Background: an optimization exercise with open tools, aiming at small area, a short achievable clock period and few clock cycles per item. Do not read the settings as production practice. Only simulation tests tie the RTL to the original design; equivalence was not proved.

--- flow/flow/run.sh ---
#!/bin/bash
bash standard.sh SETUP_SLACK_MARGIN=5.7 finish > standard.log 2>&1
--- flow/standard.sh ---
#!/bin/bash
# synth_recipe.tcl (not shown) runs the flow's synth.tcl, then flattens the netlist and writes it again
# the make line also repeats each setting of config.mk as NAME=value (left out here)
make -C /OpenROAD-flow-scripts/flow DESIGN_CONFIG=/design/flow/config.mk WORK_HOME=/design/flow/orfs CLKGATE_MAP_FILE= SYNTH_SCRIPT=/design/flow/synth_recipe.tcl "${@:-finish}"
--- flow/config.mk ---
export PLATFORM = sky130hd
export DESIGN_NAME = ahb_lite_fir_filter
export DESIGN_NICKNAME = ahb_lite_fir_filter
export VERILOG_FILES = /design/flow/design.v
export SDC_FILE = /design/flow/constraint.sdc
export NUM_CORES = 4
export LEC_CHECK = 0
export ABC_AREA = 1
export CAP_MARGIN = 20
export CORE_MARGIN = 2
export CORE_UTILIZATION = 40
export SETUP_SLACK_MARGIN = 5
export SLEW_MARGIN = 20
--- flow/constraint.sdc ---
create_clock -name core_clock -period 11.0 [get_ports {clk}]
set_input_delay 2.2000 -clock core_clock [delete_from_list [all_inputs] [get_ports {clk}]]
set_output_delay 2.2000 -clock core_clock [all_outputs]
set_load 0.01 [all_outputs]
--- flow/design.v ---
module mul_csa (
  input  wire [15:0] x,
  input  wire [8:0]  one,
  input  wire [8:0]  two,
  input  wire [7:0]  neg,
  output wire [22:0] a,
  output wire [22:0] b,
  output wire        cl
);
  wire pp0_0 = ((one[0] & x[0])) ^ neg[0];
  wire pp0_1 = ((one[0] & x[1]) | (two[0] & x[0])) ^ neg[0];
  wire pp0_2 = ((one[0] & x[2]) | (two[0] & x[1])) ^ neg[0];
  wire pp0_3 = ((one[0] & x[3]) | (two[0] & x[2])) ^ neg[0];
  wire pp0_4 = ((one[0] & x[4]) | (two[0] & x[3])) ^ neg[0];
  wire pp0_5 = ((one[0] & x[5]) | (two[0] & x[4])) ^ neg[0];
  wire pp0_6 = ((one[0] & x[6]) | (two[0] & x[5])) ^ neg[0];
  wire pp0_7 = ((one[0] & x[7]) | (two[0] & x[6])) ^ neg[0];
  wire pp0_8 = ((one[0] & x[8]) | (two[0] & x[7])) ^ neg[0];
  wire pp0_9 = ((one[0] & x[9]) | (two[0] & x[8])) ^ neg[0];
  wire pp0_10 = ((one[0] & x[10]) | (two[0] & x[9])) ^ neg[0];
  wire pp0_11 = ((one[0] & x[11]) | (two[0] & x[10])) ^ neg[0];
  wire pp0_12 = ((one[0] & x[12]) | (two[0] & x[11])) ^ neg[0];
  wire pp0_13 = ((one[0] & x[13]) | (two[0] & x[12])) ^ neg[0];
  wire pp0_14 = ((one[0] & x[14]) | (two[0] & x[13])) ^ neg[0];
  wire pp0_15 = ((one[0] & x[15]) | (two[0] & x[14])) ^ neg[0];
  wire pp0_16 = ((two[0] & x[15])) ^ neg[0];
  wire ns0 = ~neg[0];
  wire pp1_0 = ((one[1] & x[0])) ^ neg[1];
  wire pp1_1 = ((one[1] & x[1]) | (two[1] & x[0])) ^ neg[1];
  wire pp1_2 = ((one[1] & x[2]) | (two[1] & x[1])) ^ neg[1];
  wire pp1_3 = ((one[1] & x[3]) | (two[1] & x[2])) ^ neg[1];
  wire pp1_4 = ((one[1] & x[4]) | (two[1] & x[3])) ^ neg[1];
  wire pp1_5 = ((one[1] & x[5]) | (two[1] & x[4])) ^ neg[1];
  wire pp1_6 = ((one[1] & x[6]) | (two[1] & x[5])) ^ neg[1];
  wire pp1_7 = ((one[1] & x[7]) | (two[1] & x[6])) ^ neg[1];
  wire pp1_8 = ((one[1] & x[8]) | (two[1] & x[7])) ^ neg[1];
  wire pp1_9 = ((one[1] & x[9]) | (two[1] & x[8])) ^ neg[1];
  wire pp1_10 = ((one[1] & x[10]) | (two[1] & x[9])) ^ neg[1];
  wire pp1_11 = ((one[1] & x[11]) | (two[1] & x[10])) ^ neg[1];
  wire pp1_12 = ((one[1] & x[12]) | (two[1] & x[11])) ^ neg[1];
  wire pp1_13 = ((one[1] & x[13]) | (two[1] & x[12])) ^ neg[1];
  wire pp1_14 = ((one[1] & x[14]) | (two[1] & x[13])) ^ neg[1];
  wire pp1_15 = ((one[1] & x[15]) | (two[1] & x[14])) ^ neg[1];
  wire pp1_16 = ((two[1] & x[15])) ^ neg[1];
  wire ns1 = ~neg[1];
  wire pp2_0 = ((one[2] & x[0])) ^ neg[2];
  wire pp2_1 = ((one[2] & x[1]) | (two[2] & x[0])) ^ neg[2];
  wire pp2_2 = ((one[2] & x[2]) | (two[2] & x[1])) ^ neg[2];
  wire pp2_3 = ((one[2] & x[3]) | (two[2] & x[2])) ^ neg[2];
  wire pp2_4 = ((one[2] & x[4]) | (two[2] & x[3])) ^ neg[2];
  wire pp2_5 = ((one[2] & x[5]) | (two[2] & x[4])) ^ neg[2];
  wire pp2_6 = ((one[2] & x[6]) | (two[2] & x[5])) ^ neg[2];
  wire pp2_7 = ((one[2] & x[7]) | (two[2] & x[6])) ^ neg[2];
  wire pp2_8 = ((one[2] & x[8]) | (two[2] & x[7])) ^ neg[2];
  wire pp2_9 = ((one[2] & x[9]) | (two[2] & x[8])) ^ neg[2];
  wire pp2_10 = ((one[2] & x[10]) | (two[2] & x[9])) ^ neg[2];
  wire pp2_11 = ((one[2] & x[11]) | (two[2] & x[10])) ^ neg[2];
  wire pp2_12 = ((one[2] & x[12]) | (two[2] & x[11])) ^ neg[2];
  wire pp2_13 = ((one[2] & x[13]) | (two[2] & x[12])) ^ neg[2];
  wire pp2_14 = ((one[2] & x[14]) | (two[2] & x[13])) ^ neg[2];
  wire pp2_15 = ((one[2] & x[15]) | (two[2] & x[14])) ^ neg[2];
  wire pp2_16 = ((two[2] & x[15])) ^ neg[2];
  wire ns2 = ~neg[2];
  wire pp3_0 = ((one[3] & x[0])) ^ neg[3];
  wire pp3_1 = ((one[3] & x[1]) | (two[3] & x[0])) ^ neg[3];
  wire pp3_2 = ((one[3] & x[2]) | (two[3] & x[1])) ^ neg[3];
  wire pp3_3 = ((one[3] & x[3]) | (two[3] & x[2])) ^ neg[3];
  wire pp3_4 = ((one[3] & x[4]) | (two[3] & x[3])) ^ neg[3];
  wire pp3_5 = ((one[3] & x[5]) | (two[3] & x[4])) ^ neg[3];
  wire pp3_6 = ((one[3] & x[6]) | (two[3] & x[5])) ^ neg[3];
  wire pp3_7 = ((one[3] & x[7]) | (two[3] & x[6])) ^ neg[3];
  wire pp3_8 = ((one[3] & x[8]) | (two[3] & x[7])) ^ neg[3];
  wire pp3_9 = ((one[3] & x[9]) | (two[3] & x[8])) ^ neg[3];
  wire pp3_10 = ((one[3] & x[10]) | (two[3] & x[9])) ^ neg[3];
  wire pp3_11 = ((one[3] & x[11]) | (two[3] & x[10])) ^ neg[3];
  wire pp3_12 = ((one[3] & x[12]) | (two[3] & x[11])) ^ neg[3];
  wire pp3_13 = ((one[3] & x[13]) | (two[3] & x[12])) ^ neg[3];
  wire pp3_14 = ((one[3] & x[14]) | (two[3] & x[13])) ^ neg[3];
  wire pp3_15 = ((one[3] & x[15]) | (two[3] & x[14])) ^ neg[3];
  wire pp3_16 = ((two[3] & x[15])) ^ neg[3];
  wire ns3 = ~neg[3];
  wire pp4_0 = ((one[4] & x[0])) ^ neg[4];
  wire pp4_1 = ((one[4] & x[1]) | (two[4] & x[0])) ^ neg[4];
  wire pp4_2 = ((one[4] & x[2]) | (two[4] & x[1])) ^ neg[4];
  wire pp4_3 = ((one[4] & x[3]) | (two[4] & x[2])) ^ neg[4];
  wire pp4_4 = ((one[4] & x[4]) | (two[4] & x[3])) ^ neg[4];
  wire pp4_5 = ((one[4] & x[5]) | (two[4] & x[4])) ^ neg[4];
  wire pp4_6 = ((one[4] & x[6]) | (two[4] & x[5])) ^ neg[4];
  wire pp4_7 = ((one[4] & x[7]) | (two[4] & x[6])) ^ neg[4];
  wire pp4_8 = ((one[4] & x[8]) | (two[4] & x[7])) ^ neg[4];
  wire pp4_9 = ((one[4] & x[9]) | (two[4] & x[8])) ^ neg[4];
  wire pp4_10 = ((one[4] & x[10]) | (two[4] & x[9])) ^ neg[4];
  wire pp4_11 = ((one[4] & x[11]) | (two[4] & x[10])) ^ neg[4];
  wire pp4_12 = ((one[4] & x[12]) | (two[4] & x[11])) ^ neg[4];
  wire pp4_13 = ((one[4] & x[13]) | (two[4] & x[12])) ^ neg[4];
  wire pp4_14 = ((one[4] & x[14]) | (two[4] & x[13])) ^ neg[4];
  wire pp4_15 = ((one[4] & x[15]) | (two[4] & x[14])) ^ neg[4];
  wire pp4_16 = ((two[4] & x[15])) ^ neg[4];
  wire ns4 = ~neg[4];
  wire pp5_0 = ((one[5] & x[0])) ^ neg[5];
  wire pp5_1 = ((one[5] & x[1]) | (two[5] & x[0])) ^ neg[5];
  wire pp5_2 = ((one[5] & x[2]) | (two[5] & x[1])) ^ neg[5];
  wire pp5_3 = ((one[5] & x[3]) | (two[5] & x[2])) ^ neg[5];
  wire pp5_4 = ((one[5] & x[4]) | (two[5] & x[3])) ^ neg[5];
  wire pp5_5 = ((one[5] & x[5]) | (two[5] & x[4])) ^ neg[5];
  wire pp5_6 = ((one[5] & x[6]) | (two[5] & x[5])) ^ neg[5];
  wire pp5_7 = ((one[5] & x[7]) | (two[5] & x[6])) ^ neg[5];
  wire pp5_8 = ((one[5] & x[8]) | (two[5] & x[7])) ^ neg[5];
  wire pp5_9 = ((one[5] & x[9]) | (two[5] & x[8])) ^ neg[5];
  wire pp5_10 = ((one[5] & x[10]) | (two[5] & x[9])) ^ neg[5];
  wire pp5_11 = ((one[5] & x[11]) | (two[5] & x[10])) ^ neg[5];
  wire pp5_12 = ((one[5] & x[12]) | (two[5] & x[11])) ^ neg[5];
  wire pp5_13 = ((one[5] & x[13]) | (two[5] & x[12])) ^ neg[5];
  wire pp5_14 = ((one[5] & x[14]) | (two[5] & x[13])) ^ neg[5];
  wire pp5_15 = ((one[5] & x[15]) | (two[5] & x[14])) ^ neg[5];
  wire pp5_16 = ((two[5] & x[15])) ^ neg[5];
  wire ns5 = ~neg[5];
  wire pp6_0 = ((one[6] & x[0])) ^ neg[6];
  wire pp6_1 = ((one[6] & x[1]) | (two[6] & x[0])) ^ neg[6];
  wire pp6_2 = ((one[6] & x[2]) | (two[6] & x[1])) ^ neg[6];
  wire pp6_3 = ((one[6] & x[3]) | (two[6] & x[2])) ^ neg[6];
  wire pp6_4 = ((one[6] & x[4]) | (two[6] & x[3])) ^ neg[6];
  wire pp6_5 = ((one[6] & x[5]) | (two[6] & x[4])) ^ neg[6];
  wire pp6_6 = ((one[6] & x[6]) | (two[6] & x[5])) ^ neg[6];
  wire pp6_7 = ((one[6] & x[7]) | (two[6] & x[6])) ^ neg[6];
  wire pp6_8 = ((one[6] & x[8]) | (two[6] & x[7])) ^ neg[6];
  wire pp6_9 = ((one[6] & x[9]) | (two[6] & x[8])) ^ neg[6];
  wire pp6_10 = ((one[6] & x[10]) | (two[6] & x[9])) ^ neg[6];
  wire pp6_11 = ((one[6] & x[11]) | (two[6] & x[10])) ^ neg[6];
  wire pp6_12 = ((one[6] & x[12]) | (two[6] & x[11])) ^ neg[6];
  wire pp6_13 = ((one[6] & x[13]) | (two[6] & x[12])) ^ neg[6];
  wire pp6_14 = ((one[6] & x[14]) | (two[6] & x[13])) ^ neg[6];
  wire pp6_15 = ((one[6] & x[15]) | (two[6] & x[14])) ^ neg[6];
  wire pp6_16 = ((two[6] & x[15])) ^ neg[6];
  wire ns6 = ~neg[6];
  wire pp7_0 = ((one[7] & x[0])) ^ neg[7];
  wire pp7_1 = ((one[7] & x[1]) | (two[7] & x[0])) ^ neg[7];
  wire pp7_2 = ((one[7] & x[2]) | (two[7] & x[1])) ^ neg[7];
  wire pp7_3 = ((one[7] & x[3]) | (two[7] & x[2])) ^ neg[7];
  wire pp7_4 = ((one[7] & x[4]) | (two[7] & x[3])) ^ neg[7];
  wire pp7_5 = ((one[7] & x[5]) | (two[7] & x[4])) ^ neg[7];
  wire pp7_6 = ((one[7] & x[6]) | (two[7] & x[5])) ^ neg[7];
  wire pp7_7 = ((one[7] & x[7]) | (two[7] & x[6])) ^ neg[7];
  wire pp7_8 = ((one[7] & x[8]) | (two[7] & x[7])) ^ neg[7];
  wire pp7_9 = ((one[7] & x[9]) | (two[7] & x[8])) ^ neg[7];
  wire pp7_10 = ((one[7] & x[10]) | (two[7] & x[9])) ^ neg[7];
  wire pp7_11 = ((one[7] & x[11]) | (two[7] & x[10])) ^ neg[7];
  wire pp7_12 = ((one[7] & x[12]) | (two[7] & x[11])) ^ neg[7];
  wire pp7_13 = ((one[7] & x[13]) | (two[7] & x[12])) ^ neg[7];
  wire pp7_14 = ((one[7] & x[14]) | (two[7] & x[13])) ^ neg[7];
  wire pp7_15 = ((one[7] & x[15]) | (two[7] & x[14])) ^ neg[7];
  wire pp7_16 = ((two[7] & x[15])) ^ neg[7];
  wire ns7 = ~neg[7];
  wire pp8_0 = one[8] & x[0];
  wire pp8_1 = one[8] & x[1];
  wire pp8_2 = one[8] & x[2];
  wire pp8_3 = one[8] & x[3];
  wire pp8_4 = one[8] & x[4];
  wire pp8_5 = one[8] & x[5];
  wire pp8_6 = one[8] & x[6];
  wire pp8_7 = one[8] & x[7];
  wire pp8_8 = one[8] & x[8];
  wire pp8_9 = one[8] & x[9];
  wire pp8_10 = one[8] & x[10];
  wire pp8_11 = one[8] & x[11];
  wire pp8_12 = one[8] & x[12];
  wire pp8_13 = one[8] & x[13];
  wire pp8_14 = one[8] & x[14];
  wire pp8_15 = one[8] & x[15];
  wire s1 = neg[5] ^ pp0_10;
  wire c2 = neg[5] & pp0_10;
  wire s3 = pp0_11 ^ pp1_9;
  wire c4 = pp0_11 & pp1_9;
  wire s5 = neg[6] ^ pp0_12 ^ pp1_10;
  wire c6 = (neg[6] & pp0_12) | (pp1_10 & (neg[6] ^ pp0_12));
  wire s7 = pp2_8 ^ pp3_6;
  wire c8 = pp2_8 & pp3_6;
  wire s9 = pp0_13 ^ pp1_11 ^ pp2_9;
  wire c10 = (pp0_13 & pp1_11) | (pp2_9 & (pp0_13 ^ pp1_11));
  wire s11 = pp3_7 ^ pp4_5;
  wire c12 = pp3_7 & pp4_5;
  wire s13 = neg[7] ^ pp0_14 ^ pp1_12;
  wire c14 = (neg[7] & pp0_14) | (pp1_12 & (neg[7] ^ pp0_14));
  wire s15 = pp2_10 ^ pp3_8 ^ pp4_6;
  wire c16 = (pp2_10 & pp3_8) | (pp4_6 & (pp2_10 ^ pp3_8));
  wire s17 = pp5_4 ^ pp6_2;
  wire c18 = pp5_4 & pp6_2;
  wire s19 = pp0_15 ^ pp1_13 ^ pp2_11;
  wire c20 = (pp0_15 & pp1_13) | (pp2_11 & (pp0_15 ^ pp1_13));
  wire s21 = pp3_9 ^ pp4_7 ^ pp5_5;
  wire c22 = (pp3_9 & pp4_7) | (pp5_5 & (pp3_9 ^ pp4_7));
  wire s23 = pp6_3 ^ pp7_1;
  wire c24 = pp6_3 & pp7_1;
  wire s25 = pp0_16 ^ pp1_14 ^ pp2_12;
  wire c26 = (pp0_16 & pp1_14) | (pp2_12 & (pp0_16 ^ pp1_14));
  wire s27 = pp3_10 ^ pp4_8 ^ pp5_6;
  wire c28 = (pp3_10 & pp4_8) | (pp5_6 & (pp3_10 ^ pp4_8));
  wire s29 = pp6_4 ^ pp7_2 ^ pp8_0;
  wire c30 = (pp6_4 & pp7_2) | (pp8_0 & (pp6_4 ^ pp7_2));
  wire s31 = neg[0] ^ pp1_15 ^ pp2_13;
  wire c32 = (neg[0] & pp1_15) | (pp2_13 & (neg[0] ^ pp1_15));
  wire s33 = pp3_11 ^ pp4_9 ^ pp5_7;
  wire c34 = (pp3_11 & pp4_9) | (pp5_7 & (pp3_11 ^ pp4_9));
  wire s35 = pp6_5 ^ pp7_3 ^ pp8_1;
  wire c36 = (pp6_5 & pp7_3) | (pp8_1 & (pp6_5 ^ pp7_3));
  wire s37 = neg[0] ^ pp1_16 ^ pp2_14;
  wire c38 = (neg[0] & pp1_16) | (pp2_14 & (neg[0] ^ pp1_16));
  wire s39 = pp3_12 ^ pp4_10 ^ pp5_8;
  wire c40 = (pp3_12 & pp4_10) | (pp5_8 & (pp3_12 ^ pp4_10));
  wire s41 = pp6_6 ^ pp7_4 ^ pp8_2;
  wire c42 = (pp6_6 & pp7_4) | (pp8_2 & (pp6_6 ^ pp7_4));
  wire s43 = ns0 ^ ns1 ^ pp2_15;
  wire c44 = (ns0 & ns1) | (pp2_15 & (ns0 ^ ns1));
  wire s45 = pp3_13 ^ pp4_11 ^ pp5_9;
  wire c46 = (pp3_13 & pp4_11) | (pp5_9 & (pp3_13 ^ pp4_11));
  wire s47 = pp6_7 ^ pp7_5 ^ pp8_3;
  wire c48 = (pp6_7 & pp7_5) | (pp8_3 & (pp6_7 ^ pp7_5));
  wire s49 = 1'b1 ^ pp2_16 ^ pp3_14;
  wire c50 = (1'b1 & pp2_16) | (pp3_14 & (1'b1 ^ pp2_16));
  wire s51 = pp4_12 ^ pp5_10 ^ pp6_8;
  wire c52 = (pp4_12 & pp5_10) | (pp6_8 & (pp4_12 ^ pp5_10));
  wire s53 = pp7_6 ^ pp8_4;
  wire c54 = pp7_6 & pp8_4;
  wire s55 = ns2 ^ pp3_15 ^ pp4_13;
  wire c56 = (ns2 & pp3_15) | (pp4_13 & (ns2 ^ pp3_15));
  wire s57 = pp5_11 ^ pp6_9 ^ pp7_7;
  wire c58 = (pp5_11 & pp6_9) | (pp7_7 & (pp5_11 ^ pp6_9));
  wire s59 = 1'b1 ^ pp3_16 ^ pp4_14;
  wire c60 = (1'b1 & pp3_16) | (pp4_14 & (1'b1 ^ pp3_16));
  wire s61 = pp5_12 ^ pp6_10;
  wire c62 = pp5_12 & pp6_10;
  wire s63 = ns3 ^ pp4_15 ^ pp5_13;
  wire c64 = (ns3 & pp4_15) | (pp5_13 & (ns3 ^ pp4_15));
  wire s65 = 1'b1 ^ pp4_16;
  wire c66 = 1'b1 & pp4_16;
  wire s67 = neg[3] ^ pp0_6;
  wire c68 = neg[3] & pp0_6;
  wire s69 = pp0_7 ^ pp1_5;
  wire c70 = pp0_7 & pp1_5;
  wire s71 = neg[4] ^ pp0_8 ^ pp1_6;
  wire c72 = (neg[4] & pp0_8) | (pp1_6 & (neg[4] ^ pp0_8));
  wire s73 = pp2_4 ^ pp3_2;
  wire c74 = pp2_4 & pp3_2;
  wire s75 = pp0_9 ^ pp1_7 ^ pp2_5;
  wire c76 = (pp0_9 & pp1_7) | (pp2_5 & (pp0_9 ^ pp1_7));
  wire s77 = pp3_3 ^ pp4_1;
  wire c78 = pp3_3 & pp4_1;
  wire s79 = pp1_8 ^ pp2_6 ^ pp3_4;
  wire c80 = (pp1_8 & pp2_6) | (pp3_4 & (pp1_8 ^ pp2_6));
  wire s81 = pp4_2 ^ pp5_0 ^ s1;
  wire c82 = (pp4_2 & pp5_0) | (s1 & (pp4_2 ^ pp5_0));
  wire s83 = pp2_7 ^ pp3_5 ^ pp4_3;
  wire c84 = (pp2_7 & pp3_5) | (pp4_3 & (pp2_7 ^ pp3_5));
  wire s85 = pp5_1 ^ c2 ^ s3;
  wire c86 = (pp5_1 & c2) | (s3 & (pp5_1 ^ c2));
  wire s87 = pp4_4 ^ pp5_2 ^ pp6_0;
  wire c88 = (pp4_4 & pp5_2) | (pp6_0 & (pp4_4 ^ pp5_2));
  wire s89 = c4 ^ s5 ^ s7;
  wire c90 = (c4 & s5) | (s7 & (c4 ^ s5));
  wire s91 = pp5_3 ^ pp6_1 ^ c6;
  wire c92 = (pp5_3 & pp6_1) | (c6 & (pp5_3 ^ pp6_1));
  wire s93 = c8 ^ s9 ^ s11;
  wire c94 = (c8 & s9) | (s11 & (c8 ^ s9));
  wire s95 = pp7_0 ^ c10 ^ c12;
  wire c96 = (pp7_0 & c10) | (c12 & (pp7_0 ^ c10));
  wire s97 = s13 ^ s15 ^ s17;
  wire c98 = (s13 & s15) | (s17 & (s13 ^ s15));
  wire s99 = c14 ^ c16 ^ c18;
  wire c100 = (c14 & c16) | (c18 & (c14 ^ c16));
  wire s101 = s19 ^ s21 ^ s23;
  wire c102 = (s19 & s21) | (s23 & (s19 ^ s21));
  wire s103 = c20 ^ c22 ^ c24;
  wire c104 = (c20 & c22) | (c24 & (c20 ^ c22));
  wire s105 = s25 ^ s27 ^ s29;
  wire c106 = (s25 & s27) | (s29 & (s25 ^ s27));
  wire s107 = c26 ^ c28 ^ c30;
  wire c108 = (c26 & c28) | (c30 & (c26 ^ c28));
  wire s109 = s31 ^ s33 ^ s35;
  wire c110 = (s31 & s33) | (s35 & (s31 ^ s33));
  wire s111 = c32 ^ c34 ^ c36;
  wire c112 = (c32 & c34) | (c36 & (c32 ^ c34));
  wire s113 = s37 ^ s39 ^ s41;
  wire c114 = (s37 & s39) | (s41 & (s37 ^ s39));
  wire s115 = c38 ^ c40 ^ c42;
  wire c116 = (c38 & c40) | (c42 & (c38 ^ c40));
  wire s117 = s43 ^ s45 ^ s47;
  wire c118 = (s43 & s45) | (s47 & (s43 ^ s45));
  wire s119 = c44 ^ c46 ^ c48;
  wire c120 = (c44 & c46) | (c48 & (c44 ^ c46));
  wire s121 = s49 ^ s51 ^ s53;
  wire c122 = (s49 & s51) | (s53 & (s49 ^ s51));
  wire s123 = pp8_5 ^ c50 ^ c52;
  wire c124 = (pp8_5 & c50) | (c52 & (pp8_5 ^ c50));
  wire s125 = c54 ^ s55 ^ s57;
  wire c126 = (c54 & s55) | (s57 & (c54 ^ s55));
  wire s127 = pp7_8 ^ pp8_6 ^ c56;
  wire c128 = (pp7_8 & pp8_6) | (c56 & (pp7_8 ^ pp8_6));
  wire s129 = c58 ^ s59 ^ s61;
  wire c130 = (c58 & s59) | (s61 & (c58 ^ s59));
  wire s131 = pp6_11 ^ pp7_9 ^ pp8_7;
  wire c132 = (pp6_11 & pp7_9) | (pp8_7 & (pp6_11 ^ pp7_9));
  wire s133 = c60 ^ c62 ^ s63;
  wire c134 = (c60 & c62) | (s63 & (c60 ^ c62));
  wire s135 = pp5_14 ^ pp6_12 ^ pp7_10;
  wire c136 = (pp5_14 & pp6_12) | (pp7_10 & (pp5_14 ^ pp6_12));
  wire s137 = pp8_8 ^ c64 ^ s65;
  wire c138 = (pp8_8 & c64) | (s65 & (pp8_8 ^ c64));
  wire s139 = ns4 ^ pp5_15 ^ pp6_13;
  wire c140 = (ns4 & pp5_15) | (pp6_13 & (ns4 ^ pp5_15));
  wire s141 = pp7_11 ^ pp8_9 ^ c66;
  wire c142 = (pp7_11 & pp8_9) | (c66 & (pp7_11 ^ pp8_9));
  wire s143 = 1'b1 ^ pp5_16 ^ pp6_14;
  wire c144 = (1'b1 & pp5_16) | (pp6_14 & (1'b1 ^ pp5_16));
  wire s145 = pp7_12 ^ pp8_10;
  wire c146 = pp7_12 & pp8_10;
  wire s147 = ns5 ^ pp6_15 ^ pp7_13;
  wire c148 = (ns5 & pp6_15) | (pp7_13 & (ns5 ^ pp6_15));
  wire s149 = 1'b1 ^ pp6_16;
  wire c150 = 1'b1 & pp6_16;
  wire s151 = neg[2] ^ pp0_4;
  wire c152 = neg[2] & pp0_4;
  wire s153 = pp0_5 ^ pp1_3;
  wire c154 = pp0_5 & pp1_3;
  wire s155 = pp1_4 ^ pp2_2 ^ pp3_0;
  wire c156 = (pp1_4 & pp2_2) | (pp3_0 & (pp1_4 ^ pp2_2));
  wire s157 = pp2_3 ^ pp3_1 ^ c68;
  wire c158 = (pp2_3 & pp3_1) | (c68 & (pp2_3 ^ pp3_1));
  wire s159 = pp4_0 ^ c70 ^ s71;
  wire c160 = (pp4_0 & c70) | (s71 & (pp4_0 ^ c70));
  wire s161 = c72 ^ c74 ^ s75;
  wire c162 = (c72 & c74) | (s75 & (c72 ^ c74));
  wire s163 = c76 ^ c78 ^ s79;
  wire c164 = (c76 & c78) | (s79 & (c76 ^ c78));
  wire s165 = c80 ^ s83 ^ c82;
  wire c166 = (c80 & s83) | (c82 & (c80 ^ s83));
  wire s167 = c84 ^ s87 ^ c86;
  wire c168 = (c84 & s87) | (c86 & (c84 ^ s87));
  wire s169 = c88 ^ c90 ^ s91;
  wire c170 = (c88 & c90) | (s91 & (c88 ^ c90));
  wire s171 = c92 ^ c94 ^ s95;
  wire c172 = (c92 & c94) | (s95 & (c92 ^ c94));
  wire s173 = c96 ^ c98 ^ s99;
  wire c174 = (c96 & c98) | (s99 & (c96 ^ c98));
  wire s175 = c100 ^ c102 ^ s103;
  wire c176 = (c100 & c102) | (s103 & (c100 ^ c102));
  wire s177 = c104 ^ c106 ^ s107;
  wire c178 = (c104 & c106) | (s107 & (c104 ^ c106));
  wire s179 = c108 ^ c110 ^ s111;
  wire c180 = (c108 & c110) | (s111 & (c108 ^ c110));
  wire s181 = c112 ^ c114 ^ s115;
  wire c182 = (c112 & c114) | (s115 & (c112 ^ c114));
  wire s183 = c116 ^ c118 ^ s119;
  wire c184 = (c116 & c118) | (s119 & (c116 ^ c118));
  wire s185 = c120 ^ c122 ^ s123;
  wire c186 = (c120 & c122) | (s123 & (c120 ^ c122));
  wire s187 = c124 ^ c126 ^ s127;
  wire c188 = (c124 & c126) | (s127 & (c124 ^ c126));
  wire s189 = s131 ^ c128 ^ c130;
  wire c190 = (s131 & c128) | (c130 & (s131 ^ c128));
  wire s191 = c132 ^ s135 ^ c134;
  wire c192 = (c132 & s135) | (c134 & (c132 ^ s135));
  wire s193 = c136 ^ s139 ^ c138;
  wire c194 = (c136 & s139) | (c138 & (c136 ^ s139));
  wire s195 = c140 ^ s143 ^ s145;
  wire c196 = (c140 & s143) | (s145 & (c140 ^ s143));
  wire s197 = pp8_11 ^ c144 ^ c146;
  wire c198 = (pp8_11 & c144) | (c146 & (pp8_11 ^ c144));
  wire s199 = pp7_14 ^ pp8_12 ^ c148;
  wire c200 = (pp7_14 & pp8_12) | (c148 & (pp7_14 ^ pp8_12));
  wire s201 = ns6 ^ pp7_15 ^ pp8_13;
  wire c202 = (ns6 & pp7_15) | (pp8_13 & (ns6 ^ pp7_15));
  wire s203 = 1'b1 ^ pp7_16;
  wire c204 = 1'b1 & pp7_16;
  wire s205 = neg[1] ^ pp0_2;
  wire c206 = neg[1] & pp0_2;
  wire s207 = pp0_3 ^ pp1_1;
  wire c208 = pp0_3 & pp1_1;
  wire s209 = pp1_2 ^ pp2_0 ^ s151;
  wire c210 = (pp1_2 & pp2_0) | (s151 & (pp1_2 ^ pp2_0));
  wire s211 = pp2_1 ^ c152 ^ s153;
  wire c212 = (pp2_1 & c152) | (s153 & (pp2_1 ^ c152));
  wire s213 = s67 ^ c154 ^ s155;
  wire c214 = (s67 & c154) | (s155 & (s67 ^ c154));
  wire s215 = s69 ^ c156 ^ s157;
  wire c216 = (s69 & c156) | (s157 & (s69 ^ c156));
  wire s217 = s73 ^ c158 ^ s159;
  wire c218 = (s73 & c158) | (s159 & (s73 ^ c158));
  wire s219 = s77 ^ c160 ^ s161;
  wire c220 = (s77 & c160) | (s161 & (s77 ^ c160));
  wire s221 = s81 ^ c162 ^ s163;
  wire c222 = (s81 & c162) | (s163 & (s81 ^ c162));
  wire s223 = s85 ^ c164 ^ s165;
  wire c224 = (s85 & c164) | (s165 & (s85 ^ c164));
  wire s225 = s89 ^ c166 ^ s167;
  wire c226 = (s89 & c166) | (s167 & (s89 ^ c166));
  wire s227 = s93 ^ c168 ^ s169;
  wire c228 = (s93 & c168) | (s169 & (s93 ^ c168));
  wire s229 = s97 ^ c170 ^ s171;
  wire c230 = (s97 & c170) | (s171 & (s97 ^ c170));
  wire s231 = s101 ^ c172 ^ s173;
  wire c232 = (s101 & c172) | (s173 & (s101 ^ c172));
  wire s233 = s105 ^ c174 ^ s175;
  wire c234 = (s105 & c174) | (s175 & (s105 ^ c174));
  wire s235 = s109 ^ c176 ^ s177;
  wire c236 = (s109 & c176) | (s177 & (s109 ^ c176));
  wire s237 = s113 ^ c178 ^ s179;
  wire c238 = (s113 & c178) | (s179 & (s113 ^ c178));
  wire s239 = s117 ^ c180 ^ s181;
  wire c240 = (s117 & c180) | (s181 & (s117 ^ c180));
  wire s241 = s121 ^ c182 ^ s183;
  wire c242 = (s121 & c182) | (s183 & (s121 ^ c182));
  wire s243 = s125 ^ c184 ^ s185;
  wire c244 = (s125 & c184) | (s185 & (s125 ^ c184));
  wire s245 = s129 ^ c186 ^ s187;
  wire c246 = (s129 & c186) | (s187 & (s129 ^ c186));
  wire s247 = s133 ^ c188 ^ s189;
  wire c248 = (s133 & c188) | (s189 & (s133 ^ c188));
  wire s249 = s137 ^ c190 ^ s191;
  wire c250 = (s137 & c190) | (s191 & (s137 ^ c190));
  wire s251 = s141 ^ c192 ^ s193;
  wire c252 = (s141 & c192) | (s193 & (s141 ^ c192));
  wire s253 = c142 ^ s195 ^ c194;
  wire c254 = (c142 & s195) | (c194 & (c142 ^ s195));
  wire s255 = s147 ^ c196 ^ s197;
  wire c256 = (s147 & c196) | (s197 & (s147 ^ c196));
  wire s257 = s149 ^ c198 ^ s199;
  wire c258 = (s149 & c198) | (s199 & (s149 ^ c198));
  wire s259 = c150 ^ s201 ^ c200;
  wire c260 = (c150 & s201) | (c200 & (c150 ^ s201));
  wire s261 = pp8_14 ^ c202 ^ s203;
  wire c262 = (pp8_14 & c202) | (s203 & (pp8_14 ^ c202));
  wire [7:0] la = {c214, c212, c210, c208, c206, pp1_0, pp0_1, neg[0]};
  wire [7:0] lb = {s215, s213, s211, s209, s207, s205, 1'b0, pp0_0};
  wire [8:0] ls = {1'b0, la} + {1'b0, lb};
  assign cl = ls[8];
  assign a[0] = c216;
  assign b[0] = s217;
  assign a[1] = c218;
  assign b[1] = s219;
  assign a[2] = c220;
  assign b[2] = s221;
  assign a[3] = c222;
  assign b[3] = s223;
  assign a[4] = c224;
  assign b[4] = s225;
  assign a[5] = c226;
  assign b[5] = s227;
  assign a[6] = c228;
  assign b[6] = s229;
  assign a[7] = c230;
  assign b[7] = s231;
  assign a[8] = c232;
  assign b[8] = s233;
  assign a[9] = c234;
  assign b[9] = s235;
  assign a[10] = c236;
  assign b[10] = s237;
  assign a[11] = c238;
  assign b[11] = s239;
  assign a[12] = c240;
  assign b[12] = s241;
  assign a[13] = c242;
  assign b[13] = s243;
  assign a[14] = c244;
  assign b[14] = s245;
  assign a[15] = c246;
  assign b[15] = s247;
  assign a[16] = c248;
  assign b[16] = s249;
  assign a[17] = c250;
  assign b[17] = s251;
  assign a[18] = c252;
  assign b[18] = s253;
  assign a[19] = c254;
  assign b[19] = s255;
  assign a[20] = c256;
  assign b[20] = s257;
  assign a[21] = c258;
  assign b[21] = s259;
  assign a[22] = c260;
  assign b[22] = s261;
endmodule
module booth_enc (
    input  wire [15:0] c,
    output wire [8:0]  one,
    output wire [8:0]  two,
    output wire [7:0]  neg
);
    wire [18:0] ce = {2'b00, c, 1'b0};
    genvar j;
    generate
        for (j = 0; j < 9; j = j + 1) begin : g
            wire b2 = ce[2*j+2];
            wire b1 = ce[2*j+1];
            wire b0 = ce[2*j];
            assign one[j] = b1 ^ b0;
            assign two[j] = (b2 & ~b1 & ~b0) | (~b2 & b1 & b0);
            if (j < 8) begin : gn
                assign neg[j] = b2;
            end
        end
    endgenerate
endmodule
module prefix16 (
    input  wire [15:0] g,
    input  wire [15:0] p,
    output wire        G,
    output wire        P
);
    wire [7:0] ga, pa;
    wire [3:0] gb, pb;
    wire [1:0] gc, pc;
    genvar i;
    generate
        for (i = 0; i < 8; i = i + 1) begin : l1
            assign ga[i] = g[2*i+1] | (p[2*i+1] & g[2*i]);
            assign pa[i] = p[2*i+1] & p[2*i];
        end
        for (i = 0; i < 4; i = i + 1) begin : l2
            assign gb[i] = ga[2*i+1] | (pa[2*i+1] & ga[2*i]);
            assign pb[i] = pa[2*i+1] & pa[2*i];
        end
        for (i = 0; i < 2; i = i + 1) begin : l3
            assign gc[i] = gb[2*i+1] | (pb[2*i+1] & gb[2*i]);
            assign pc[i] = pb[2*i+1] & pb[2*i];
        end
    endgenerate
    assign G = gc[1] | (pc[1] & gc[0]);
    assign P = pc[1] & pc[0];
endmodule
module ahb_lite_fir_filter (
    input  wire        clk,
    input  wire        n_rst,
    input  wire        hsel,
    input  wire [3:0]  haddr,
    input  wire        hsize,
    input  wire [1:0]  htrans,
    input  wire        hwrite,
    input  wire [15:0] hwdata,
    output reg  [15:0] hrdata,
    output reg         hresp
);
    wire xfer = hsel & (htrans != 2'b00);
    always @(*) begin
        hresp = 1'b0;
        if (xfer) begin
            if (hwrite) hresp = (haddr[3:2] == 2'b00) | (haddr == 4'd15);
            else        hresp = (haddr == 4'd15);
        end
    end
    wire wr_ok    = xfer & hwrite & (haddr[3:2] != 2'b00) & (haddr != 4'd15);
    wire s_wr_nx  = wr_ok & (haddr[3:1] == 3'd2);
    reg        wv;           
    reg        hw_lo;        
    reg        hw_hi;
    reg [3:0]  wa;
    reg        ws;
    reg [3:0]  ra;           
    reg        rs;
    always @(posedge clk, negedge n_rst) begin
        if (!n_rst) begin
            wv <= 1'b0; hw_lo <= 1'b0; hw_hi <= 1'b0;
        end else begin
            wv    <= wr_ok;
            hw_lo <= s_wr_nx & (hsize | ~haddr[0]);
            hw_hi <= s_wr_nx & (hsize | haddr[0]);
        end
    end
    always @(posedge clk) begin
        wa <= haddr;
        ws <= hsize;
        ra <= haddr;
        rs <= hsize;
    end
    wire w_lo  = ws | ~wa[0];
    wire w_hi  = ws | wa[0];
    wire s_wr  = hw_lo | hw_hi;                        
    wire ld    = wv & (wa == 4'd14) & hwdata[0];       
    wire [3:0] f_wr;
    assign f_wr[0] = wv & (wa[3:1] == 3'd3);
    assign f_wr[1] = wv & (wa[3:1] == 3'd4);
    assign f_wr[2] = wv & (wa[3:1] == 3'd5);
    assign f_wr[3] = wv & (wa[3:1] == 3'd6);
    reg [15:0] F0, F1, F2, F3;       
    reg [15:0] C0, C1, C2, C3;       
    reg [15:0] S, H1, H2;            
    reg [15:0] result;               
    reg        rneg;                 
    reg        err;
    reg [1:0] zf0, zf1, zf2, zf3;    
    reg [1:0] zc0, zc1, zc2, zc3;    
    reg       zs, zh1, zh2, zr;      
    always @(posedge clk, negedge n_rst) begin
        if (!n_rst) begin
            zf0 <= 2'b11; zf1 <= 2'b11; zf2 <= 2'b11; zf3 <= 2'b11;
            zc0 <= 2'b11; zc1 <= 2'b11; zc2 <= 2'b11; zc3 <= 2'b11;
        end else begin
            if (f_wr[0] & w_lo) zf0[0] <= 1'b0;
            if (f_wr[0] & w_hi) zf0[1] <= 1'b0;
            if (f_wr[1] & w_lo) zf1[0] <= 1'b0;
            if (f_wr[1] & w_hi) zf1[1] <= 1'b0;
            if (f_wr[2] & w_lo) zf2[0] <= 1'b0;
            if (f_wr[2] & w_hi) zf2[1] <= 1'b0;
            if (f_wr[3] & w_lo) zf3[0] <= 1'b0;
            if (f_wr[3] & w_hi) zf3[1] <= 1'b0;
            if (ld) begin
                zc0 <= zf0; zc1 <= zf1; zc2 <= zf2; zc3 <= zf3;
            end
        end
    end
    always @(posedge clk) begin
        begin
            if (f_wr[0] & w_lo) F0[7:0]  <= hwdata[7:0];
            if (f_wr[0] & w_hi) F0[15:8] <= hwdata[15:8];
            if (f_wr[1] & w_lo) F1[7:0]  <= hwdata[7:0];
            if (f_wr[1] & w_hi) F1[15:8] <= hwdata[15:8];
            if (f_wr[2] & w_lo) F2[7:0]  <= hwdata[7:0];
            if (f_wr[2] & w_hi) F2[15:8] <= hwdata[15:8];
            if (f_wr[3] & w_lo) F3[7:0]  <= hwdata[7:0];
            if (f_wr[3] & w_hi) F3[15:8] <= hwdata[15:8];
        end
    end
    always @(posedge clk) begin
        if (ld) begin
            C0 <= F0; C1 <= F1; C2 <= F2; C3 <= F3;
        end
    end
    wire [15:0] F0v = {zf0[1] ? 8'd0 : F0[15:8], zf0[0] ? 8'd0 : F0[7:0]};
    wire [15:0] F1v = {zf1[1] ? 8'd0 : F1[15:8], zf1[0] ? 8'd0 : F1[7:0]};
    wire [15:0] F2v = {zf2[1] ? 8'd0 : F2[15:8], zf2[0] ? 8'd0 : F2[7:0]};
    wire [15:0] F3v = {zf3[1] ? 8'd0 : F3[15:8], zf3[0] ? 8'd0 : F3[7:0]};
    wire [15:0] C3v = {zc3[1] ? 8'd0 : C3[15:8], zc3[0] ? 8'd0 : C3[7:0]};
    localparam J_IDLE = 3'd0, J_L3 = 3'd1, J_L2 = 3'd2, J_W2 = 3'd3, J_T1 = 3'd4;
    localparam T_NONE = 3'd0, T_P0 = 3'd5, T_L3 = 3'd1, T_L2 = 3'd2, T_W2 = 3'd3, T_T1 = 3'd4;
    reg        pend;         
    reg        acc_ok;       
    reg [2:0]  jq;           
    reg        shifted;      
    reg        msh;          
    reg [1:0]  mbk;          
    reg [2:0]  tag;          
    reg [2:0]  mop;          
    reg        sx_s, sx_h1, sx_h2;           
    reg        sc0, sc1, sc2, sc3;           
    reg [17:0] ACC;          
    wire complete_now = pend & acc_ok & (tag == T_P0);
    wire step = (mop != T_P0);
    wire gs  = sx_s  & ~zs;
    wire gh1 = sx_h1 & ~zh1;
    wire gh2 = sx_h2 & ~zh2;
    wire [15:0] xo = ({16{gs}} & S) | ({16{gh1}} & H1) | ({16{gh2}} & H2);
    wire [7:0] ca_lo = ({8{sc0 & ~zc0[0]}} & C0[7:0]) | ({8{sc1 & ~zc1[0]}} & C1[7:0])
                     | ({8{sc2 & ~zc2[0]}} & C2[7:0]) | ({8{sc3 & ~zc3[0]}} & C3[7:0]);
    wire [7:0] ca_hi = ({8{sc0 & ~zc0[1]}} & C0[15:8]) | ({8{sc1 & ~zc1[1]}} & C1[15:8])
                     | ({8{sc2 & ~zc2[1]}} & C2[15:8]) | ({8{sc3 & ~zc3[1]}} & C3[15:8]);
    wire [15:0] ca = {ca_hi, ca_lo};
    wire [15:0] xa = {hw_hi ? hwdata[15:8] : xo[15:8], hw_lo ? hwdata[7:0] : xo[7:0]};
    wire [8:0] a_one, a_two;
    wire [7:0] a_neg;
    booth_enc ENCA (.c(ca), .one(a_one), .two(a_two), .neg(a_neg));
    wire [22:0] ma_a, ma_b;
    wire        ma_c;
    mul_csa MA (.x(xa), .one(a_one), .two(a_two), .neg(a_neg), .a(ma_a), .b(ma_b), .cl(ma_c));
    reg [22:0] pa, pb;
    reg        pcl;
    always @(posedge clk) begin
        pa  <= ma_a;
        pb  <= ma_b;
        pcl <= ma_c;
    end
    wire [24:0] U2  = {1'b0, pa, 1'b1} + {1'b0, pb, pcl};
    wire [23:0] U   = U2[24:1];
    wire [15:0] T   = U[22:7];
    wire [7:0]  lo2 = {1'b0, pa[6:0]} + {1'b0, pb[6:0]} + {7'd0, pcl};
    wire        cin = lo2[7];
    wire [15:0] ph  = pa[22:7];
    wire [15:0] qh  = pb[22:7];
    wire [15:0] nk  = ~ACC[15:0];
    wire [15:0] sv  = ph ^ qh ^ nk;
    wire [15:0] cm  = (ph & qh) | (ph & nk) | (qh & nk);
    wire [15:0] g1 = ph & qh;
    wire [15:0] p1 = ph | qh;
    wire [15:0] g2 = sv & {cm[14:0], 1'b0};
    wire [15:0] p2 = sv | {cm[14:0], 1'b0};
    wire gw, pw, gr, pr;
    prefix16 PW (.g(g1), .p(p1), .G(gw), .P(pw));
    prefix16 PR (.g(g2), .p(p2), .G(gr), .P(pr));
    wire w    = gw | (pw & cin);
    wire c16  = gr | (pr & cin);
    wire ovf3 = ~ACC[17] & ACC[16];
    wire err4 = ACC[17] & (w ? (cm[15] & c16) : (cm[15] | c16));
    wire err_n = ovf3 | err4;
    wire        a_sub = (tag == T_P0) | (tag == T_L2) | (tag == T_W2);
    wire [17:0] a_op  = (tag == T_W2) ? {2'b00, M3} : (tag == T_L3) ? 18'd0 : ACC;
    wire [18:0] a_s2  = {a_op, 1'b1} + {{2'b00, T} ^ {18{a_sub}}, a_sub};
    wire [17:0] a_sum = a_s2[18:1];
    wire        mb_act = (mbk != 2'd3);
    wire [15:0] xm = ({16{~msh & ~zh1}} & H1) | ({16{msh & ~zh2}} & H2);
    reg  [2:0]  mneg, mone, mtwo;    
    wire [16:0] mg0 = ({17{mone[0]}} & {1'b0, xm}) | ({17{mtwo[0]}} & {xm, 1'b0});
    wire [16:0] mg1 = ({17{mone[1]}} & {1'b0, xm}) | ({17{mtwo[1]}} & {xm, 1'b0});
    wire [16:0] mg2 = ({17{mone[2]}} & {1'b0, xm}) | ({17{mtwo[2]}} & {xm, 1'b0});
    reg         mbp;                 
    reg  [21:0] mbacc;
    wire [15:0] M3 = mbacc[15:0];
    wire [26:0] r0 = {{8{mneg[0]}}, mg0 ^ {17{mneg[0]}}, 1'b0, (mbk != 2'd0) & mbp};
    wire [26:0] r1 = {{6{mneg[1]}}, mg1 ^ {17{mneg[1]}}, 1'b0, mneg[0], 2'b00};
    wire [26:0] r2 = {{4{mneg[2]}}, mg2 ^ {17{mneg[2]}}, 1'b0, mneg[1], 4'b0000};
    wire [26:0] r3 = (mbk == 2'd0) ? 27'd0 : {{6{mbacc[21]}}, mbacc[21:1]};
    wire [26:0] k1s = r0 ^ r1 ^ r2;
    wire [26:0] k1c = {((r0 & r1) | (r0 & r2) | (r1 & r2)), 1'b0};
    wire [26:0] k2s = k1s ^ k1c ^ r3;
    wire [26:0] k2c = {((k1s & k1c) | (k1s & r3) | (k1c & r3)), 1'b0};
    wire [26:0] mbsum = k2s + k2c;
    always @(posedge clk) begin
        if (mb_act) begin
            mbacc <= mbsum[26:5];
            mbp   <= mneg[2];
        end
        if (tag == T_L3 || tag == T_L2 || tag == T_W2 || tag == T_T1) ACC <= a_sum;
    end
    reg [2:0] jq_n;
    always @(*) begin
        if (ld)        jq_n = J_L3;
        else if (step) jq_n = (mop == T_L3) ? J_L2 : (mop == T_T1) ? J_IDLE : J_T1;
        else           jq_n = complete_now ? J_W2 : jq;
    end
    wire [2:0] tag_n    = ld ? T_NONE : mop;
    wire       pend_n   = s_wr | (pend & ~complete_now);
    wire       acc_ok_n = ~ld & ~complete_now & (acc_ok | (tag == T_T1));
    wire       shift_n  = ~ld & ~complete_now & (shifted | s_wr);
    wire [1:0] mbk_n    = (ld | complete_now) ? 2'd0 : (mbk == 2'd3) ? 2'd3 : mbk + 2'd1;
    wire       cpl_nx = pend_n & acc_ok_n & (tag_n == T_P0);
    wire [2:0] jq_nx  = cpl_nx ? J_W2 : jq_n;
    wire       sh_nx  = shift_n & ~cpl_nx;
    reg  [2:0] mop_n;
    always @(*) begin
        if (s_wr_nx) mop_n = T_P0;
        else case (jq_nx)
            J_L3:    mop_n = T_L3;
            J_L2:    mop_n = T_L2;
            J_W2:    mop_n = T_W2;
            J_T1:    mop_n = T_T1;
            default: mop_n = T_P0;
        endcase
    end
    wire [15:0] c3_n = ld ? F3v : C3v;
    wire [18:0] c3e  = {2'b00, c3_n, 1'b0};
    reg  [6:0]  cw;
    always @(*) begin
        case (mbk_n)
            2'd0:    cw = c3e[6:0];
            2'd1:    cw = c3e[12:6];
            default: cw = c3e[18:12];
        endcase
    end
    reg [2:0] mneg_n, mone_n, mtwo_n;
    integer q;
    always @(*) begin
        for (q = 0; q < 3; q = q + 1) begin
            mone_n[q] = cw[2*q+1] ^ cw[2*q];
            mtwo_n[q] = (cw[2*q+2] & ~cw[2*q+1] & ~cw[2*q]) | (~cw[2*q+2] & cw[2*q+1] & cw[2*q]);
            mneg_n[q] = cw[2*q+2];
        end
    end
    always @(posedge clk, negedge n_rst) begin
        if (!n_rst) begin
            mone <= 3'd0; mtwo <= 3'd0; mneg <= 3'd0;
        end else begin
            mone <= mone_n; mtwo <= mtwo_n; mneg <= mneg_n;
        end
    end
    always @(posedge clk, negedge n_rst) begin
        if (!n_rst) begin
            zs <= 1'b1; zh1 <= 1'b1; zh2 <= 1'b1; zr <= 1'b1;
            err <= 1'b0;
            pend <= 1'b0; acc_ok <= 1'b0;
            jq <= J_L3; shifted <= 1'b0; msh <= 1'b0; mbk <= 2'd0; tag <= T_NONE;
            mop <= T_L3;
            sx_s <= 1'b0; sx_h1 <= 1'b0; sx_h2 <= 1'b1;
            sc0 <= 1'b0; sc1 <= 1'b0; sc2 <= 1'b0; sc3 <= 1'b1;
        end else begin
            if (s_wr) begin
                zs  <= 1'b0;
                zh1 <= zs;
                zh2 <= zh1;
            end
            if (complete_now) begin
                err <= err_n;
                zr  <= 1'b0;
            end
            if (ld) err <= 1'b0;
            pend    <= pend_n;
            acc_ok  <= acc_ok_n;
            jq      <= jq_n;
            shifted <= shift_n;
            msh     <= ~ld & ~complete_now & (msh | s_wr);
            mbk     <= mbk_n;
            tag     <= tag_n;
            mop     <= mop_n;
            sx_s    <= (mop_n == T_P0) | ((mop_n == T_T1) & ~sh_nx);
            sx_h1   <= ((mop_n == T_T1) & sh_nx) | (((mop_n == T_L2) | (mop_n == T_W2)) & ~sh_nx);
            sx_h2   <= (mop_n == T_L3) | (((mop_n == T_L2) | (mop_n == T_W2)) & sh_nx);
            sc0     <= (mop_n == T_P0);
            sc1     <= (mop_n == T_T1);
            sc2     <= (mop_n == T_L2) | (mop_n == T_W2);
            sc3     <= (mop_n == T_L3);
        end
    end
    always @(posedge clk) begin
        if (s_wr) begin
            S  <= xa;
            H1 <= S;
            H2 <= H1;
        end
        if (complete_now) begin
            result <= a_sum[15:0];
            rneg   <= a_sum[17];
        end
    end
    wire busy_o = pend & ~complete_now;
    wire err_o  = complete_now ? err_n : err;
    wire [15:0] rmag = rneg ? (~result + 16'd1) : result;
    reg [15:0] rv;
    always @(*) begin
        case (ra[3:1])
            3'd0:    rv = {7'd0, err_o, 7'd0, busy_o};
            3'd1:    rv = zr ? 16'd0 : rmag;
            3'd2:    rv = zs ? 16'd0 : S;
            3'd3:    rv = F0v;
            3'd4:    rv = F1v;
            3'd5:    rv = F2v;
            3'd6:    rv = F3v;
            default: rv = 16'd0;
        endcase
        hrdata[15:8] = (rs | ra[0])  ? rv[15:8] : 8'd0;
        hrdata[7:0]  = (rs | ~ra[0]) ? rv[7:0]  : 8'd0;
    end
endmodule
==> results of run 1 <==
-- metrics by stage --
step,hold slack (ns),util,instances
2_1_floorplan,0.4264,-,2736
3_3_place_gp,0.4299,0.4231,3574
3_5_place_dp,0.4326,0.4231,3574
4_1_cts,0.4462,0.4496,3661
5_1_grt,0.4597,0.4565,3687
6_report,0.4430,0.4565,3687
-- metal layers --
metal | global-route usage | up-vias | routed length, µm
met5 | 0 | - | 0
met4 | 0.06466 | 0 | 2092
met3 | 0.03356 | 124 | 5740
met2 | 0.3713 | 805 | 34210
met1 | 0.3287 | 9735 | 33130
li1 | - | 9216 | -
-- layout by cell type, fill, tap and decap left out, types with 9 or more instances in the layout --
cell             instances
inv_1                  487
nand2_1                363
edfxtp_1               234
xor2_1                 215
o22ai_1                185
nor2_1                 171
fa_1                   162
ha_1                   110
nand3_1                107
a21oi_1                 98
o21ai_0                 88
buf_4                   53
dfxtp_1                 49
clkbuf_16               41
xnor2_1                 33
dfrtp_1                 31
nor3_1                  29
o22ai_2                 27
clkdlybuf4s50_1         26
dfstp_2                 24
nand2_2                 23
a31oi_1                 22
inv_2                   18
nand4_1                 15
o21ai_1                 13
clkinvlp_4               9
clkinv_1                 9
o21a_1                   9
a32oi_1                  9
clkbuf_1                 9
dlymetal6s2s_1           9
-- flip-flops by register name (all words and copies together) (netlist names), 18 cells and up --
name and count:
pa 23, pb 23, mbacc 22, ACC 18
-- cell usage after synthesis, drive strengths merged (4+ instances only) --
cell | instances | area, µm²
a211oi | 5 | 37.54
a21o | 6 | 45.04
a21oi | 104 | 539.3
a221oi | 5 | 43.79
a31oi | 22 | 137.6
a32oi | 9 | 78.83
buf | 49 | 292.8
clkbuf | 31 | 116.4
clkinv | 8 | 30.03
dfrtp | 31 | 775.7
dfstp | 24 | 630.6
dfxtp | 52 | 1041
edfxtp | 234 | 7027
fa | 162 | 3243
ha | 110 | 1376
inv | 513 | 1933
nand2 | 389 | 1510
nand3 | 111 | 555.5
nand3b | 4 | 30.03
nand4 | 16 | 115.1
nor2 | 181 | 689.4
nor3 | 36 | 212.7
o2111ai | 4 | 35.03
o21a | 10 | 75.07
o21ai | 112 | 583.1
o21bai | 4 | 30.03
o22ai | 216 | 1533
o31ai | 6 | 45.04
or2 | 7 | 43.79
xnor2 | 33 | 289.0
xor2 | 215 | 1883
-- repair_timing --
item,CTS,global route
setup endpoints to repair,40,43
resized for setup,41,69
pin swaps,5,20
gates cloned,0,1
setup buffers,11,24
-- cell type report --
cell class	instances	area share
multi-input cells	1794	0.4759
flip-flops and latches	341	0.3316
inverters	521	0.06937
clock buffers	54	0.03900
well taps	846	0.03703
repair buffers	109	0.03550
clock inverters	22	0.01164
-- worst reg2reg max path: stages (launching register included) --
cell	delay (ns)
dfstp_2	0.53
or2_1	0.31
inv_2	0.12
nand2_1	0.07
nand3_1	0.12
a21oi_4	0.64
inv_4	0.24
nand2_1	0.16
nand2_2	0.30
o22ai_1	0.34
xor2_1	0.13
fa_1	0.49
inv_1	0.05
fa_1	0.38
fa_1	0.52
inv_1	0.06
fa_1	0.49
inv_1	0.04
-- kinds of logic (layout without fill, tap and decap cells) --
kind of cell / Yosys count / after routing / share of synthesized area
adders and majority gates: 272 / 272 / 0.1833
buffers and inverters: 601 / 706 / 0.09415
xor gates and xnor gates: 248 / 248 / 0.08621
DFF: 341 / 341 / 0.3760
AOI/OAI and AO/OA: 522 / 522 / 0.1329
and+or+nand+nor: 752 / 752 / 0.1274
-- final timing paths --
kind                                 from  endpoint  slack (ns)  cells past startpoint
worst min register to register      F0[1]     C0[1]        0.44                      0
worst max-delay path            htrans[1]     hresp        5.80                      4
min in group asynchronous           n_rst       sc0        1.74                      2
max in group asynchronous           n_rst    mbk[0]        8.78                      2
worst min-delay path                F0[1]     C0[1]        0.44                      0
worst max register to register     zc2[1]    pb[14]        5.89                     17
==> flow_metrics.env, run 1 <==
export IMPL_ant_nets=0
export IMPL_clock_root_buffer="clkbuf_16"
export IMPL_crit_required_ns=8.80
export IMPL_synth_edff_count=234
export IMPL_drtIter0Drc=1832
export IMPL_cp_top_family="buffers and inverters"
export IMPL_synth_nets=3035
export IMPL_routed_via_density=5.392
export IMPL_ys_types=61
export IMPL_drv_slew=0
export IMPL_period_minus_slack_ns=5.201
export IMPL_drc=0
export IMPL_clk_pin_slew_worst_paths_ns=0.06
export IMPL_cap_violations=0
export IMPL_synth_warnings=1
export IMPL_startpoint_type="input port"
export IMPL_place_ws_ns=4.778
export IMPL_seq_area_frac_synth=0.3760
export IMPL_nFillCells=5951
export IMPL_core_area_um2=62620
export IMPL_cts_sinks=341
export IMPL_path_buf_inv=2
export IMPL_cts_buffer_depth=3
export IMPL_ff_latch_area_um2=9478
export IMPL_ys_seq_elements=341
export IMPL_slowest_stage="clkdlybuf4s50_1"
export IMPL_clk_latency_ns=0.60
export IMPL_fmaxAchievable_mhz=192.3
export IMPL_numCtsBuffers=41
export IMPL_grt_pass1_wl_um=115200
export IMPL_cts_hold_fix_buffers=0
export IMPL_start_util=0.4024
export IMPL_io_buffers=43
export IMPL_maxSlewHeadroom=0.3010
export IMPL_dr_pass1_iters=7
export IMPL_drt_total_wl_um=75170
export IMPL_critPathCaptureType="output pin"
export IMPL_syn2layout_area_growth_pct=13.46
export IMPL_clock_skew_ns=0.03744
export IMPL_cts_tree="built"
export IMPL_tightest_slew_ns=1.047
export IMPL_fp_row_count=92
export IMPL_synthFlopType="edfxtp_1"
export IMPL_hpwl_um=56530
export IMPL_worst_setup_path_type="in -> out"
export IMPL_antenna_cells=0
export IMPL_cp_max_fo=2
export IMPL_place_area_um2=26500
export IMPL_grt_antenna_before_repair=0
export IMPL_fin_ws_ns=5.799
export IMPL_setup_tns_ns=0
export IMPL_multi_input_area_um2=13600
export IMPL_setup_viol_count_final=0
export IMPL_async_flop_share=0.1613
export IMPL_die_x_um=255.0
export IMPL_syn_area_per_cell_um2=9.209
export IMPL_finalCritPeriodShare=0.4728
export IMPL_finish_instance_area_um2=28590
export IMPL_die_area_um2=65010
export IMPL_cts_max_level=2
export IMPL_crit_arrival_ns=3.00
export IMPL_wl_per_cell_um=20.39
export IMPL_crit_chain="clkdlybuf4s50_1 > o21ai_1 > a21oi_2 > buf_2"
export IMPL_rsz0062_at_grt="true"
export IMPL_ioPinCount=44
export IMPL_hold_violations=0
export IMPL_synthCells=2736
export IMPL_grt_pass1_vias=19470
export IMPL_grt_overflow=0
export IMPL_synth_area_um2=25200
export IMPL_max_stage_delay_ns=0.45
export IMPL_grt_max_degree=78
export IMPL_dr_total_vias=19880
export IMPL_outcome="finished clean"
export IMPL_nets=3107
export IMPL_grt_use_total=0.2321
export IMPL_die_h_um=255.0
export IMPL_hp_class="reg -> reg"
export IMPL_layout_drive_gt1_share=0.1028
export IMPL_place_congestion=0.9092
Testbench counts, summed over its fixed seeds: cycles 4,880, samples 1,600.
==> run 2, diff against run 1 <==
--- a/flow/config.mk
+++ b/flow/config.mk
@@ -9,5 +9,7 @@
 export CAP_MARGIN = 20
 export CORE_MARGIN = 2
 export CORE_UTILIZATION = 40
+export CTS_CLUSTER_DIAMETER = 120
+export CTS_CLUSTER_SIZE = 22
 export SETUP_SLACK_MARGIN = 5
 export SLEW_MARGIN = 20
==> run 2 against run 1 <==
  * Synthesized cell count unchanged
  * Critical endpoint is now hrdata[8]
  * Largest cell class unchanged
  * Still clean on timing, DRC and antenna
  * Worst setup slack got worse by 0.010 ns
  * First-iteration DRC count is 4.7% higher
  * Clock skew grew 0.0057 ns
  * Final cell count decreased by 0.95%
  * Sequential share of layout area rose by 0.89 points
  * Worst hold slack worse by 0.0020 ns
  * Via count down 0.65%
==> flow_metrics.env, run 2 <==
export IMPL_cts_tree="built"
export IMPL_wl_met1_um=33350
export IMPL_start_util=0.4024
export IMPL_drc=0
export IMPL_place_congestion=0.9092
export IMPL_wl_per_cell_um=20.44
export IMPL_core_area_um2=62620
export IMPL_yosysMostFrequentCell="inv_1"
export IMPL_holdWs_ns=0.4410
export IMPL_crit_required_ns=8.80
export IMPL_rsz0062_at_grt="true"
export IMPL_setup_tns_ns=0
export IMPL_ioPinCount=44
export IMPL_cts_max_level=1
export IMPL_hp_class="reg -> reg"
export IMPL_synthCells=2736
export IMPL_reg2reg_from="zc2[1]"
export IMPL_top_layer="met4"
export IMPL_fmaxAchievable_mhz=191.9
export IMPL_startpoint_type="flip-flop"
export IMPL_grt_use_total=0.2290
export IMPL_antenna_cells=0
export IMPL_final_common_cell="inv_1"
export IMPL_synth_area_um2=25200
export IMPL_async_flop_share=0.1613
export IMPL_grt_antenna_before_repair=0
export IMPL_finish_instance_area_um2=27830
export IMPL_drtIter0Drc=1918
export IMPL_routed_via_density=5.408
export IMPL_hp_start="F2[8]"
export IMPL_synth_edff_count=234
export IMPL_place_area_um2=26500
export IMPL_numCtsBuffers=21
export IMPL_critPathCaptureType="output pin"
export IMPL_layout_drive_gt1_share=0.08838
export IMPL_synth_top_area_frac=0.2789
export IMPL_io_buffers=43
export IMPL_crit_arrival_ns=3.01
export IMPL_clk_latency_ns=0.58
export IMPL_setup_viol_count_final=0
export IMPL_maxSlewHeadroom=0.2779
export IMPL_hold_violations=0
export IMPL_clock_skew_ns=0.04319
export IMPL_hold_path_depth=0
export IMPL_synth_common_cells="inv_1, nand2_1, edfxtp_1"
export IMPL_ys_top_cells_by_area="edfxtp_1, fa_1, xor2_1"
export IMPL_hpwl_um=56530
export IMPL_grt_overflow=0
export IMPL_grt_max_degree=78
export IMPL_synth_area_leader_cell="edfxtp_1"
export IMPL_min_to="C2[8]"
export IMPL_rr_worst_depth=17
export IMPL_syn2layout_area_growth_pct=10.47
export IMPL_outcome="finished clean"
export IMPL_drt_total_wl_um=74660
export IMPL_cts_hold_fix_buffers=0
export IMPL_clock_root_buffer="clkbuf_16"
export IMPL_nFillCells=6053
export IMPL_place_ws_ns=4.778
export IMPL_top_regs="pa: 23 flops, pb: 23 flops, mbacc: 22 flops"
export IMPL_die_h_um=255.0
export IMPL_ys_seq_elements=341
export IMPL_die_area_um2=65010
export IMPL_met2WireLength_um=33780
export IMPL_fin_ws_ns=5.789
export IMPL_synth_nets=3035
export IMPL_synth_warnings=1
export IMPL_cts_sinks=341
export IMPL_ys_types=61
export IMPL_grt_pass1_wl_um=114200
export IMPL_cts_buffer_depth=3
export IMPL_period_minus_slack_ns=5.211
export IMPL_cap_violations=0
export IMPL_final_cell_mix="inv_1, nand2_1, edfxtp_1"
export IMPL_nets=3090
export IMPL_finalCritPeriodShare=0.4737
export IMPL_dr_total_vias=19750
export IMPL_tightest_slew_ns=1.082
export IMPL_reg2reg_to="pb[14]"
export IMPL_ant_nets=0
export IMPL_clk_pin_slew_worst_paths_ns=0.09
export IMPL_route_met3_wl_um=5636
export IMPL_r2r_slack_ns=5.89
export IMPL_dr_pass1_iters=5
export IMPL_die_x_um=255.0
export IMPL_synthFlopType="edfxtp_1"
export IMPL_syn_area_per_cell_um2=9.209
export IMPL_cp_max_fo=2
export IMPL_drv_slew=0
export IMPL_seq_area_frac_synth=0.3760
export IMPL_grt_pass1_vias=19270
export IMPL_fp_row_count=92
export IMPL_worst_setup_path_type="reg -> out"
-- run 2: changes by cell type in the layout (fill, tap and decap cells not counted), moves of 3 or more --
| cell | previous run | this run |
|---|---|---|
| nand2_1 | 363 | 367 |
| clkbuf_8 | 4 | 0 |
| clkinvlp_4 | 9 | 5 |
| clkbuf_16 | 41 | 21 |
| nand2_2 | 23 | 19 |
| bufinv_16 | 5 | 0 |
| clkinv_16 | 3 | 0 |
| clkinv_2 | 4 | 1 |
-- run 2: layer usage --
layer / track usage / vias to the layer above
li1: - / 9163
met1: 0.3302 / 9664
met2: 0.3666 / 812
met3: 0.02919 / 111
met4: 0.05430 / 0
met5: 0 / -
-- run 2: through the flow --
step           utilization  cells
2_1_floorplan            -   2736
3_3_place_gp        0.4231   3574
3_5_place_dp        0.4231   3574
4_1_cts             0.4370   3622
5_1_grt             0.4445   3652
6_report            0.4445   3652
-- run 2: layout make-up --
class	instances	area (µm²)	area share
Inverter	521	1983	0.07125
Multi-Input combinational cell	1794	13590	0.4882
Timing Repair Buffer	112	1066	0.03830
Sequential cell	341	9475	0.3404
Clock inverter	6	95.09	0.003416
Clock buffer	32	566.8	0.02036
Tap cell	846	1059	0.03803
-- run 2: cell families after synthesis --
kind of cell,share of synthesized area
and+or+nand+nor,0.1274
buffers and inverters,0.09415
AOI/OAI and AO/OA,0.1329
DFF,0.3760
adders and majority gates,0.1833
xor gates and xnor gates,0.08621
-- run 2: worst max-delay path by stage --
stage                   start   endpoint  slack (ns)  cells after the start
floorplan           hwdata[8]      pb[6]        5.79                     11
global placement    hwdata[7]     pb[14]        4.91                     11
detailed placement  hwdata[7]     pb[14]        4.78                     11
CTS                    ACC[6]  hrdata[8]        5.56                     17
global route           pa[22]  hrdata[8]        5.61                     15
finish                ACC[11]  hrdata[8]        5.79                     15
-- run 2: repair_timing --
action | 4_1_cts | 5_1_grt
endpoints found under the setup margin | 41 | 45
buffers inserted | 10 | 28
pin swaps | 5 | 17
cloned | 0 | 1
resized for setup | 42 | 60
-- run 2: worst max-delay path, stage by stage, from the launching register on --
cell and delay, ns:
edfxtp_1 0.34, inv_1 0.07, fa_1 0.60, nor2_1 0.07, nor2_1 0.14, nand2_1 0.08, nor2_2 0.14, nand3_1 0.09
nand3_1 0.09, nand2_1 0.09, nand2_2 0.11, nand2_1 0.08, nand2_1 0.07, nand2_1 0.09, a21oi_4 0.25, buf_6 0.14

==> static timing again, ports no longer ideal <==
The results above use ideal ports. As a check the final layouts listed here were re-extracted and re-timed, cells and wires unchanged.
Step 1, drivers: a clkbuf_16 drives clk and a buf_2 each remaining input, both assumed.
Step 2 moves the port delays by t, midway between the first and last clock arrival at a register: inputs arrive t later, outputs are due t later. That takes back most of the time a late clock gives input paths.
Three values: ideal ports, drivers, drivers and shift; two values: the first two.
run	shift t [ns]	setup WS [ns]	pins driven straight from the clock port
run 1	0.646	5.799 / 5.766 / 5.242	1
run 2	0.620	5.789 / 5.729 / 5.267	1
After both steps every run listed still meets setup and hold. For run 1, which loses most, drivers alone change the setup slack by -0.033 ns; drivers and shift together by -0.557 ns.
